From an optimization exercise on the open Yosys and OpenROAD flow, aimed at small area and a short achievable clock period; shortcuts taken in it are not production practice. RTL that was checked went through simulation tests only; none was proved equivalent to the original.

Setup of west:
## top_CPU_Design
module top_CPU_Design(
    output logic [31:0] topPCOut,
    input logic clk,
    input logic rst,
    input logic [31:0] instr,
    output logic [31:0] dmem_addr,
    output logic [31:0] dmem_wdata,
    output logic dmem_we,
    output logic dmem_re,
    input logic [31:0] dmem_rdata
    );
export LEC_CHECK = 0
export CAP_MARGIN = 20
export CORE_MARGIN = 2
export CORE_UTILIZATION = 55
export CTS_BUF_LIST = sky130_fd_sc_hd__clkbuf_4 sky130_fd_sc_hd__clkbuf_8
export SETUP_SLACK_MARGIN = 5
export SLEW_MARGIN = 20
create_clock -name core_clock -period 360.0 [get_ports {clk}]
run.sh (not shown) runs the stock make flow with config.mk's settings and CLKGATE_MAP_FILE= SYNTH_SCRIPT=/design/flow/synth_recipe.tcl, a recipe that flattens the netlist after the stock synthesis.
Every stage of the flow completed for west, and the final layout passed the timing, DRC and antenna checks.
Setup changes, west to middle
Settings: clearing CTS_BUF_LIST, which used to be sky130_fd_sc_hd__clkbuf_4 sky130_fd_sc_hd__clkbuf_8.
==> flow/flow/run.sh (new file) <==
#!/bin/bash
# The standard layout, with two changes: the ports are buffered by buf_2
# cells (faster than the default delay buffers), and clock tree synthesis
# uses clkbuf_4/clkbuf_8 cells without dummy loads.
set -euo pipefail
export BUFFER_PORTS_ARGS="-buffer_cell sky130_fd_sc_hd__buf_2"
export CTS_ARGS="-sink_clustering_enable -repair_clock_nets -buf_list {sky130_fd_sc_hd__clkbuf_4 sky130_fd_sc_hd__clkbuf_8} -dont_use_dummy_load"
bash standard.sh > standard.log 2>&1
==> flow/standard.sh (new file) <==
#!/bin/bash
# synth_recipe.tcl (not shown) runs the flow's synth.tcl, then flattens the netlist and writes it again
# the make line also repeats each setting of config.mk as NAME=value (left out here)
make -C /OpenROAD-flow-scripts/flow DESIGN_CONFIG=/design/flow/config.mk WORK_HOME=/design/flow/orfs CLKGATE_MAP_FILE= SYNTH_SCRIPT=/design/flow/synth_recipe.tcl "${@:-finish}"
removed: flow/run.sh
Results
Going from west to middle, wire length of the first global-routing pass rose 3300 um, number of antenna violations at the first check in global routing down about 11%. Max relative area change from synthesis to final layout across middle and west: west. middle vs west on final area: middle is the lower one. In middle the met1 demand-to-capacity share in global routing turned out 0.41 points higher than in west. On middle: highest fanout seen on the critical path is 5 higher than what west gave. Cmp middle vs west: final hold slack lower in middle.
No run of this note included a check of the RTL's function; only the layout flow was run.

* * *

Another version of the RTL of top_CPU_Design (not shown whole).
Size: ~8100 cells after synthesis, roughly 160 I/O pins, ~80000 µm² of cells after synthesis.
Settings: LEC_CHECK=0, CAP_MARGIN=20, CORE_MARGIN=2, CORE_UTILIZATION=40, SETUP_SLACK_MARGIN=5, SLEW_MARGIN=20; clock period 360.0 ns.
standard.sh (not shown) runs the stock make flow with config.mk's settings and CLKGATE_MAP_FILE= SYNTH_SCRIPT=/design/flow/synth_recipe.tcl, a recipe that flattens the netlist after the stock synthesis.
==> flow/flow/run.sh <==
#!/bin/bash
# The standard layout (standard.sh) with these changes:
# - synthesis: flow/synth.tcl, the standard synthesis with the divider row
#   blocks and the multiplier mapped by ABC area scripts (see synth.tcl);
# - the ports are buffered by buf_2 cells instead of the default delay
#   buffers;
# - clock tree synthesis clusters up to 30 flip-flops per clkbuf_16 leaf
#   buffer, without dummy loads.
# ORFS writes each tool's log under orfs/logs; make's output is in
# standard.log.
set -euo pipefail
F=$(pwd)/flow
export SYNTH_KEEP_MODULES="div_stage1 div_stage2 multiplier rf_read"
export MY_ABC_MAP="div_stage1=$F/area_a.script div_stage2=$F/area_a.script multiplier=$F/area_a.script rf_read=$F/area_c.script"
export BUFFER_PORTS_ARGS="-buffer_cell sky130_fd_sc_hd__buf_2"
export CTS_ARGS="-sink_clustering_enable -repair_clock_nets -sink_clustering_size 30 -sink_clustering_max_diameter 60 -buf_list sky130_fd_sc_hd__clkbuf_16 -dont_use_dummy_load"
bash standard.sh SYNTH_SCRIPT=$F/synth.tcl finish > standard.log 2>&1
==> flow/flow/area_a.script <==
strash
dch
map -a
topo
stime -c
==> flow/flow/area_b.script <==
strash
&get -n
&st
&dch
&nf -a
&put
topo
stime -c
==> flow/flow/area_c.script <==
strash
dch
amap
topo
stime -c
==> flow/flow/synth.tcl <==
# The standard synthesis (synth_recipe.tcl: ORFS synth.tcl without the fsm
# and share passes, then flattened and renamed), with one change: the
# divider's two row blocks and the multiplier are kept as separate modules
# through technology mapping (SYNTH_KEEP_MODULES) and mapped by ABC with the
# area scripts named in MY_ABC_MAP; the rest of the design is mapped with
# ORFS's standard script as before. Flip-flops are mapped before ABC and are
# the same cells, with the same names, as in the standard synthesis.
proc synth {args} { yosys synth -nofsm -noshare {*}$args }
proc abc {args} {
  set i [lsearch -exact $args -script]
  set d [lsearch -exact $args -D]
  set base $args
  if {$d >= 0} { set base [lreplace $base $d [expr {$d+1}]] }
  foreach item $::env(MY_ABC_MAP) {
    lassign [split $item =] m scr
    yosys abc {*}[lreplace $base $i [expr {$i+1}] -script $scr] $m
  }
  yosys abc {*}$args $::env(DESIGN_NAME)
}
source $::env(SCRIPTS_DIR)/synth.tcl
# left out here: clear keep_hierarchy, flatten, clean up, hide names made inside functions, write 1_2_yosys.v
Then changed:
==> flow/flow/run.sh (replaced) <==
#!/bin/bash
# The standard layout (standard.sh) with these changes:
# - synthesis: flow/synth.tcl, the standard synthesis with ABC scripts chosen
#   per module: area-oriented mapping (area_a: dch + map -a; area_c: amap)
#   for the divider rows, the multiplier and the register file read ports,
#   and a delay-aware area mapping (area_b: dch + &nf -a) for the rest;
# - the ports are buffered by buf_2 cells instead of the default delay
#   buffers;
# - clock tree synthesis clusters up to 22 flip-flops per clkbuf_16 leaf
#   buffer, without dummy loads.
# ORFS writes each tool's log under orfs/logs; make's output is in
# standard.log.
set -euo pipefail
F=$(pwd)/flow
export SYNTH_KEEP_MODULES="div_stage1 div_stage2 multiplier rf_read"
export MY_ABC_MAP="div_stage1=$F/area_a.script div_stage2=$F/area_a.script multiplier=$F/area_a.script rf_read=$F/area_c.script"
export MY_TOP_SCRIPT=$F/area_b.script
export BUFFER_PORTS_ARGS="-buffer_cell sky130_fd_sc_hd__buf_2"
export CTS_ARGS="-sink_clustering_enable -repair_clock_nets -sink_clustering_size 22 -sink_clustering_max_diameter 70 -buf_list sky130_fd_sc_hd__clkbuf_16 -dont_use_dummy_load"
bash standard.sh SYNTH_SCRIPT=$F/synth.tcl finish > standard.log 2>&1
==> flow/flow/synth.tcl (replaced) <==
# The standard synthesis (synth_recipe.tcl: ORFS synth.tcl without the fsm
# and share passes, then flattened and renamed), with one change in
# technology mapping: the modules named in SYNTH_KEEP_MODULES (the divider's
# two row blocks, the multiplier and the register file read ports) are kept
# as separate modules through mapping and mapped by ABC with the scripts
# given in MY_ABC_MAP (module=script), and the top module with the script in
# MY_TOP_SCRIPT; the hierarchy is then flattened as in the standard
# synthesis. Flip-flops are mapped before ABC, so they are the same cells,
# with the same names, as in the standard synthesis.
proc synth {args} { yosys synth -nofsm -noshare {*}$args }
proc abc {args} {
  set i [lsearch -exact $args -script]
  set d [lsearch -exact $args -D]
  set base $args
  if {$d >= 0} { set base [lreplace $base $d [expr {$d+1}]] }
  foreach item $::env(MY_ABC_MAP) {
    lassign [split $item =] m scr
    yosys abc {*}[lreplace $base $i [expr {$i+1}] -script $scr] $m
  }
  yosys abc {*}[lreplace $base $i [expr {$i+1}] -script $::env(MY_TOP_SCRIPT)] $::env(DESIGN_NAME)
}
source $::env(SCRIPTS_DIR)/synth.tcl
# left out here: clear keep_hierarchy, flatten, clean up, hide names made inside functions, write 1_2_yosys.v
--- a/flow/config.mk
+++ b/flow/config.mk
@@ -9,3 +9,3 @@
 export CORE_MARGIN = 2
-export CORE_UTILIZATION = 40
+export CORE_UTILIZATION = 50
 export SETUP_SLACK_MARGIN = 5
Critical path depth falls by 2.
Wire length went down by about 6%.
Clock-buffer cell count fell by 6.
Sequential cell count stays the same.
Cell count fell by 5.0%.
Core utilization came out higher by 11 points.
Via count barely changes.

-- afterwards: timing with drivers on the ports --
The results above use ideal ports. As a check the final layouts listed here were re-extracted and re-timed, cells and wires unchanged. Step 1, drivers: a clkbuf_16 drives clk and a buf_2 each remaining input, both assumed. Step 2 adds t to the input delays and takes it off the output delays; t is the mean of the earliest and latest rising clock arrival at the registers after step 1. Input paths then give back, and output paths get back, about the clock's delay inside the block. Slacks: ideal / step 1 / step 2; pairs: ideal / step 1.
| run | t, ns | slack for setup (ns) | latest minus earliest clock arrival (ns) | worst data-port slew with drivers (ns) |
|---|---|---|---|---|
| west | 1.077 | 206.310 / 206.254 / 206.254 | 0.139 / 0.140 | 0.06 |
| middle | 1.041 | 207.271 / 207.250 / 207.250 | 0.156 / 0.156 | 0.18 |
| the first run of note 2 | 0.810 | 209.159 / 209.138 / 209.138 | 0.176 / 0.176 | 0.23 |
| the second run of note 2 | 0.756 | 209.406 / 209.333 / 209.333 | 0.154 / 0.153 | 0.10 |
After both steps every run listed still meets setup and hold. For the second run of note 2, which loses most, drivers alone change the setup slack by -0.073 ns; drivers and shift together by -0.073 ns.
